This is an optimization exercise on Yosys and OpenROAD, whose aim is small area, not a production implementation.
In this exercise RTL edits were held to simulation tests only and were not proved equivalent to the original.
The flow treats the clock pin as an ideal source, which a real chip does not have.
Power and IR drop assume default switching activity.

==> flow/design.v (excerpt) <==
module top_stopwatch (
    input wire clk,
    input wire CLR,
    input wire PAUSE,
    input wire record_btn_raw,
    input wire browse_btn_raw,
    output wire [15:0] DATA,
    output wire [1:0] LED_TEST,
    output wire LED15,
    output wire LED14,
    output wire LED13,
    output wire LED12
);
Size in the first run: ~440 cells after synthesis, about 160 flip-flops, roughly 27 I/O pins, roughly 0.0063 sq mm of cells after synthesis.
export LEC_CHECK = 0
export ABC_AREA = 1
export CAP_MARGIN = 0
export CORE_MARGIN = 2
export CORE_UTILIZATION = 65
export GPL_TIMING_DRIVEN = 0
export PLACE_DENSITY = 0.75
export SLEW_MARGIN = 0
create_clock -name core_clock -period 10.0 [get_ports {clk}]
standard.sh (not shown) runs the stock make flow with config.mk's settings and CLKGATE_MAP_FILE= SYNTH_SCRIPT=/design/flow/synth_recipe.tcl, a recipe that flattens the netlist after the stock synthesis.
==> flow/flow/run.sh <==
#!/bin/bash
# Own layout flow: the standard flow (standard.sh), with these changes to how
# the layout is made:
#   * synthesis maps the combinational logic with an area-oriented ABC script
#     (flow/abc_area.script) instead of ORFS's abc_area.script; registers are
#     mapped by the unchanged standard synthesis before ABC runs;
#   * port buffers use sky130_fd_sc_hd__buf_1 (still one buffer per port);
#   * clock tree synthesis uses clkbuf_4 leaf buffers under a clkbuf_8 root and
#     inserts no dummy loads; after it, flow/post_cts.tcl upsizes to clkbuf_8
#     each leaf buffer whose estimated clock-pin slew is over 100 ps.
# Each step's full output goes to a log file of its own in this folder.
set -euo pipefail
W=$(pwd)
rm -rf "$W/scripts_mod"
cp -r "$FLOW_HOME/scripts" "$W/scripts_mod"
cp "$W/flow/abc_area.script" "$W/scripts_mod/abc_area.script"
export SCRIPTS_DIR="$W/scripts_mod"
export BUFFER_PORTS_ARGS="-buffer_cell sky130_fd_sc_hd__buf_1"
export CTS_ARGS="-sink_clustering_enable -repair_clock_nets -dont_use_dummy_load -buf_list sky130_fd_sc_hd__clkbuf_4 -root_buf sky130_fd_sc_hd__clkbuf_8"
export POST_CTS_TCL="$W/flow/post_cts.tcl"
bash standard.sh synth > "$W/log_synth.txt" 2>&1
bash standard.sh floorplan > "$W/log_floorplan.txt" 2>&1
bash standard.sh place > "$W/log_place.txt" 2>&1
bash standard.sh cts > "$W/log_cts.txt" 2>&1
bash standard.sh route > "$W/log_route.txt" 2>&1
bash standard.sh finish > "$W/log_finish.txt" 2>&1
test -f "$W/out/final.def"
==> flow/flow/post_cts.tcl <==
# POST_CTS hook: upsize a clock-tree leaf buffer to clkbuf_8 when the estimated
# slew at any of its register clock pins is over 100 ps, then legalize.
estimate_parasitics -placement
set my_big [[ord::get_db] findMaster sky130_fd_sc_hd__clkbuf_8]
set my_n 0
foreach inst [[ord::get_db_block] getInsts] {
  if {[[$inst getMaster] getName] != "sky130_fd_sc_hd__clkbuf_4"} { continue }
  set onet [[$inst findITerm X] getNet]
  if {$onet == "NULL" || [$onet getSigType] != "CLOCK"} { continue }
  set worst 0.0
  foreach it [$onet getITerms] {
    if {[$it getInst] == $inst} { continue }
    set pin [get_pins [[$it getInst] getName]/[[$it getMTerm] getName]]
    set s [get_property $pin slew_max]
    if {$s > $worst} { set worst $s }
  }
  if {$worst > 0.100} {
    puts "post_cts: [$inst getName] sink slew [format %.3f $worst], upsized to clkbuf_8"
    $inst swapMaster $my_big
    incr my_n
  }
}
puts "post_cts: upsized $my_n clock buffers"
if {$my_n > 0} {
  detailed_placement
  check_placement -verbose
  estimate_parasitics -placement
}
Other scripts of this flow, unchanged in this note and not shown: flow/flow/abc_area.script
Next try:
GPL_TIMING_DRIVEN = not set   (was 0)
- The new run passed the timing, design-rule and antenna checks
- flip-flop and latch count is unchanged
- power came out lower by a few percent
- first-iteration DRC count is lower by about a fifth
- routed wire length drops by a little under a tenth
- non-clock buffer count falls by 9
- worst setup slack is better by 65 ps
- via count went down by a few percent
- synthesized cell count stays the same
- utilization decreases by 1.7 points
Next try:
==> flow/flow/run.sh (replaced) <==
#!/bin/bash
# Own layout flow: the standard flow (standard.sh), with three changes to how
# the layout is made:
#   * synthesis maps the combinational logic with an area-oriented ABC script
#     (flow/abc_area.script) instead of ORFS's abc_area.script; registers are
#     mapped by the unchanged standard synthesis before ABC runs;
#   * port buffers use sky130_fd_sc_hd__buf_1 (still one buffer per port);
#   * clock tree synthesis uses clkbuf_8 buffers and inserts no dummy loads.
# Each step's full output goes to a log file of its own in this folder.
set -euo pipefail
W=$(pwd)
rm -rf "$W/scripts_mod"
cp -r "$FLOW_HOME/scripts" "$W/scripts_mod"
cp "$W/flow/abc_area.script" "$W/scripts_mod/abc_area.script"
export SCRIPTS_DIR="$W/scripts_mod"
export BUFFER_PORTS_ARGS="-buffer_cell sky130_fd_sc_hd__buf_1"
export CTS_ARGS="-sink_clustering_enable -repair_clock_nets -dont_use_dummy_load -buf_list sky130_fd_sc_hd__clkbuf_8 -root_buf sky130_fd_sc_hd__clkbuf_8"
bash standard.sh synth > "$W/log_synth.txt" 2>&1
bash standard.sh floorplan > "$W/log_floorplan.txt" 2>&1
bash standard.sh place > "$W/log_place.txt" 2>&1
bash standard.sh cts > "$W/log_cts.txt" 2>&1
bash standard.sh route > "$W/log_route.txt" 2>&1
bash standard.sh finish > "$W/log_finish.txt" 2>&1
test -f "$W/out/final.def"
CORE_UTILIZATION = 40   (was 65)
PLACE_DENSITY = not set   (was 0.75)
removed: flow/flow/post_cts.tcl
Effect:
- worst setup slack gains 260 ps
- hold slack gains 12 ps
- total power rises by 4.1%
- combinational power rises by about 1%
- first-iteration DRC count falls by 5.4%
- flip-flop and latch count does not change
- non-clock buffer count rises by 4
- synthesized cell count does not change
- global-route usage falls by 8.3 points
- critical path depth rises by 1

---

Another version of the RTL of top_stopwatch (not shown whole).
Size: about 430 cells after synthesis, roughly 27 I/O pins.
==> flow/design.v (excerpt) <==
module top_stopwatch (
    input wire clk,
    input wire CLR,
    input wire PAUSE,
    input wire record_btn_raw,
    input wire browse_btn_raw,
    output wire [15:0] DATA,
    output wire [1:0] LED_TEST,
    output wire LED15,
    output wire LED14,
    output wire LED13,
    output wire LED12
);
    wire rst_n = CLR;
    reg [1:0] lo;
    reg [2:0] hi;
    reg [2:0] hi_next;
    wire tick_scan = (lo == 2'b01);
    wire tick_cnt  = tick_scan & (hi == 3'b011);
    always @(*) begin
        case (hi)
            3'b000: hi_next = 3'b001;
            3'b001: hi_next = 3'b011;
            3'b011: hi_next = 3'b111;
            3'b111: hi_next = 3'b110;
            default: hi_next = 3'b000;
        endcase
    end
    always @(posedge clk or negedge rst_n) begin
        if (!rst_n) begin
            lo <= 2'b00;
            hi <= 3'b000;
        end
        else begin
            lo <= {lo[0], ~lo[1]};
            if (lo == 2'b10)
                hi <= hi_next;
        end
    end
    reg rec_dly, brw_dly;
    wire rec_press = ~record_btn_raw & rec_dly;
    wire brw_press = ~browse_btn_raw & brw_dly;
    always @(posedge clk or negedge rst_n) begin
        if (!rst_n) begin
            rec_dly <= 1'b1;
            brw_dly <= 1'b1;
        end
        else begin
  ...
Settings: LEC_CHECK=0, ABC_AREA=1, CAP_MARGIN=0, CORE_MARGIN=2, CORE_UTILIZATION=55, PLACE_DENSITY=0.65, SLEW_MARGIN=0; clock period 10.0 ns.
==> flow/flow/run.sh <==
#!/bin/bash
# Own layout flow: the standard flow (standard.sh), with these changes to how
# the layout is made:
#   * synthesis maps the combinational logic with an area-oriented ABC script
#     (flow/abc_area.script) instead of ORFS's abc_area.script; registers are
#     mapped by the unchanged standard synthesis before ABC runs;
#   * port buffers use sky130_fd_sc_hd__buf_1 (still one buffer per port);
#   * one tie cell drives all constant outputs' port buffers (no tie fanout
#     repair);
#   * before clock tree synthesis, flow/pre_cts.tcl downsizes logic cells and
#     repair buffers that the placement's repair made bigger than needed;
#   * clock tree synthesis uses clkbuf_4 leaf buffers under a clkbuf_8 root and
#     inserts no dummy loads; after it, flow/post_cts.tcl upsizes to clkbuf_8
#     each leaf buffer whose estimated clock-pin slew is over 110 ps.
# Each step's full output goes to a log file of its own in this folder.
set -euo pipefail
W=$(pwd)
rm -rf "$W/scripts_mod"
cp -r "$FLOW_HOME/scripts" "$W/scripts_mod"
cp "$W/flow/abc_area.script" "$W/scripts_mod/abc_area.script"
export SCRIPTS_DIR="$W/scripts_mod"
export BUFFER_PORTS_ARGS="-buffer_cell sky130_fd_sc_hd__buf_1"
export CTS_ARGS="-sink_clustering_enable -repair_clock_nets -dont_use_dummy_load -buf_list sky130_fd_sc_hd__clkbuf_4 -root_buf sky130_fd_sc_hd__clkbuf_8"
export SKIP_REPAIR_TIE_FANOUT=1
export PRE_CTS_TCL="$W/flow/pre_cts.tcl"
export POST_CTS_TCL="$W/flow/post_cts.tcl"
bash standard.sh synth > "$W/log_synth.txt" 2>&1
bash standard.sh floorplan > "$W/log_floorplan.txt" 2>&1
bash standard.sh place > "$W/log_place.txt" 2>&1
bash standard.sh cts > "$W/log_cts.txt" 2>&1
bash standard.sh route > "$W/log_route.txt" 2>&1
bash standard.sh finish > "$W/log_finish.txt" 2>&1
test -f "$W/out/final.def"
==> flow/flow/pre_cts.tcl <==
# PRE_CTS hook: downsize logic cells and repair buffers (not registers, clock
# cells or tie cells) to the smallest drive strength that keeps their output
# slew under 80% of the library limit and adds no max-slew or max-capacitance
# violation anywhere (placement parasitics).
proc my_viol_count {} {
  return [expr {[sta::max_slew_violation_count] + [sta::max_capacitance_violation_count]}]
}
proc my_out_ok {inst} {
  foreach it [$inst getITerms] {
    if {![$it isOutputSignal]} { continue }
    set pin [get_pins [$inst getName]/[[$it getMTerm] getName]]
    set slew [get_property $pin slew_max]
    if {$slew > 1.2} { return 0 }
  }
  return 1
}
estimate_parasitics -placement
set base [my_viol_count]
puts "down: violations before $base"
set saved 0.0
set db [ord::get_db]
foreach inst [[ord::get_db_block] getInsts] {
  set m [$inst getMaster]
  set mn [$m getName]
  if {[$m getType] != "CORE"} { continue }
  if {![regexp {^(sky130_fd_sc_hd__[a-z0-9]+)_([0-9]+)$} $mn -> fam drv]} { continue }
  if {[string match "*df*" $fam] || [string match "*clk*" $fam] || [string match "*conb*" $fam]} { continue }
  if {$drv <= 1} { continue }
  foreach d {0 1 2 4} {
    if {$d >= $drv} { break }
    set cand [$db findMaster ${fam}_$d]
    if {$cand == "NULL"} { continue }
    set a0 [expr {[$m getWidth]*[$m getHeight]}]
    $inst swapMaster $cand
    estimate_parasitics -placement
    if {[my_viol_count] <= $base && [my_out_ok $inst]} {
      set saved [expr {$saved + ($a0 - [$cand getWidth]*[$cand getHeight])/1e6}]
      puts "down: [$inst getName] $mn -> ${fam}_$d"
      break
    } else {
      $inst swapMaster $m
    }
  }
}
estimate_parasitics -placement
puts "down: saved $saved um2, violations after [my_viol_count]"
Other scripts of this flow, unchanged in this note and not shown: flow/flow/abc_area.script, flow/flow/post_cts.tcl
Change:
--- a/flow/flow/run.sh
+++ b/flow/flow/run.sh
@@ -6,8 +6,4 @@
 #     mapped by the unchanged standard synthesis before ABC runs;
 #   * port buffers use sky130_fd_sc_hd__buf_1 (still one buffer per port);
-#   * one tie cell drives all constant outputs' port buffers (no tie fanout
-#     repair);
-#   * before clock tree synthesis, flow/pre_cts.tcl downsizes logic cells and
-#     repair buffers that the placement's repair made bigger than needed;
 #   * clock tree synthesis uses clkbuf_4 leaf buffers under a clkbuf_8 root and
 #     inserts no dummy loads; after it, flow/post_cts.tcl upsizes to clkbuf_8
@@ -22,6 +18,4 @@
 export BUFFER_PORTS_ARGS="-buffer_cell sky130_fd_sc_hd__buf_1"
 export CTS_ARGS="-sink_clustering_enable -repair_clock_nets -dont_use_dummy_load -buf_list sky130_fd_sc_hd__clkbuf_4 -root_buf sky130_fd_sc_hd__clkbuf_8"
-export SKIP_REPAIR_TIE_FANOUT=1
-export PRE_CTS_TCL="$W/flow/pre_cts.tcl"
 export POST_CTS_TCL="$W/flow/post_cts.tcl"
 bash standard.sh synth > "$W/log_synth.txt" 2>&1
CORE_UTILIZATION = 65   (was 55)
PLACE_DENSITY = 0.75   (was 0.65)
removed: flow/flow/pre_cts.tcl
Critical path depth stays the same. Core utilization rises by 13 points. Global-route usage rises by 4.7 points. Worst hold slack gets better by 0.0069 ns.
Change:
--- a/flow/flow/run.sh
+++ b/flow/flow/run.sh
@@ -6,4 +6,6 @@
 #     mapped by the unchanged standard synthesis before ABC runs;
 #   * port buffers use sky130_fd_sc_hd__buf_1 (still one buffer per port);
+#   * before clock tree synthesis, flow/pre_cts.tcl downsizes logic cells and
+#     repair buffers that the placement's repair made bigger than needed;
 #   * clock tree synthesis uses clkbuf_4 leaf buffers under a clkbuf_8 root and
 #     inserts no dummy loads; after it, flow/post_cts.tcl upsizes to clkbuf_8
@@ -18,4 +20,5 @@
 export BUFFER_PORTS_ARGS="-buffer_cell sky130_fd_sc_hd__buf_1"
 export CTS_ARGS="-sink_clustering_enable -repair_clock_nets -dont_use_dummy_load -buf_list sky130_fd_sc_hd__clkbuf_4 -root_buf sky130_fd_sc_hd__clkbuf_8"
+export PRE_CTS_TCL="$W/flow/pre_cts.tcl"
 export POST_CTS_TCL="$W/flow/post_cts.tcl"
 bash standard.sh synth > "$W/log_synth.txt" 2>&1
==> flow/flow/pre_cts.tcl (new file) <==
# PRE_CTS hook: downsize logic cells and repair buffers (not registers, clock
# cells or tie cells) to the smallest drive strength that keeps their output
# slew under 80% of the library limit and adds no max-slew or max-capacitance
# violation anywhere (placement parasitics).
proc my_viol_count {} {
  return [expr {[sta::max_slew_violation_count] + [sta::max_capacitance_violation_count]}]
}
proc my_out_ok {inst} {
  foreach it [$inst getITerms] {
    if {![$it isOutputSignal]} { continue }
    set pin [get_pins [$inst getName]/[[$it getMTerm] getName]]
    set slew [get_property $pin slew_max]
    if {$slew > 1.2} { return 0 }
  }
  return 1
}
estimate_parasitics -placement
set base [my_viol_count]
puts "down: violations before $base"
set saved 0.0
set db [ord::get_db]
foreach inst [[ord::get_db_block] getInsts] {
  set m [$inst getMaster]
  set mn [$m getName]
  if {[$m getType] != "CORE"} { continue }
  if {![regexp {^(sky130_fd_sc_hd__[a-z0-9]+)_([0-9]+)$} $mn -> fam drv]} { continue }
  if {[string match "*df*" $fam] || [string match "*clk*" $fam] || [string match "*conb*" $fam]} { continue }
  if {$drv <= 1} { continue }
  foreach d {0 1 2 4} {
    if {$d >= $drv} { break }
    set cand [$db findMaster ${fam}_$d]
    if {$cand == "NULL"} { continue }
    set a0 [expr {[$m getWidth]*[$m getHeight]}]
    $inst swapMaster $cand
    estimate_parasitics -placement
    if {[my_viol_count] <= $base && [my_out_ok $inst]} {
      set saved [expr {$saved + ($a0 - [$cand getWidth]*[$cand getHeight])/1e6}]
      puts "down: [$inst getName] $mn -> ${fam}_$d"
      break
    } else {
      $inst swapMaster $m
    }
  }
}
estimate_parasitics -placement
puts "down: saved $saved um2, violations after [my_viol_count]"
The new run finished clean.
Via count drops by 1.1%.
Die area is unchanged.
Total power decreases by 0.88%.
Non-clock buffer count does not change.
Maximum frequency fell by 8.0%.
Worst setup slack gets worse by 0.43 ns.
Routed wire length is about the same.
Synthesized cell count does not change.
Register-to-register slack got worse by 0.43 ns.
Synthesized area does not change.
Final area decreases by 1.0%.

==> port drivers added, routing unchanged <==
How much do the figures lean on ideal ports? The routed layouts below were timed once more, with nothing changed but the port constraints.
Step 1 sets driving cells, clkbuf_16 on the clock port and buf_2 on the other inputs (assumed; they add their load-dependent delay and slew).
Step 2 adds t to the input delays and takes it off the output delays; t is the mean of the earliest and latest rising clock arrival at the registers after step 1. Input paths then give back, and output paths get back, about the clock's delay inside the block.
Slacks: ideal ports / drivers / drivers and shift; pairs: ideal ports / drivers.
run	t, ns	setup slack, ns	worst slew at a driven data input, ns	cell pins on the clock port's net
the first run of note 1	0.451	4.861 / 4.861 / 4.861	0.03	1
the second run of note 1	0.440	4.926 / 4.904 / 4.904	0.03	1
the third run of note 1	0.463	5.182 / 5.158 / 5.158	0.03	1
the first run of note 2	0.445	4.565 / 4.565 / 4.565	0.03	1
the second run of note 2	0.444	4.983 / 4.983 / 4.983	0.03	1
the third run of note 2	0.443	4.549 / 4.549 / 4.549	0.03	1
After both steps every run listed still meets setup and hold. The setup slack of the third run of note 1, which loses most, moves by -0.024 ns with the drivers and by -0.024 ns with both steps.
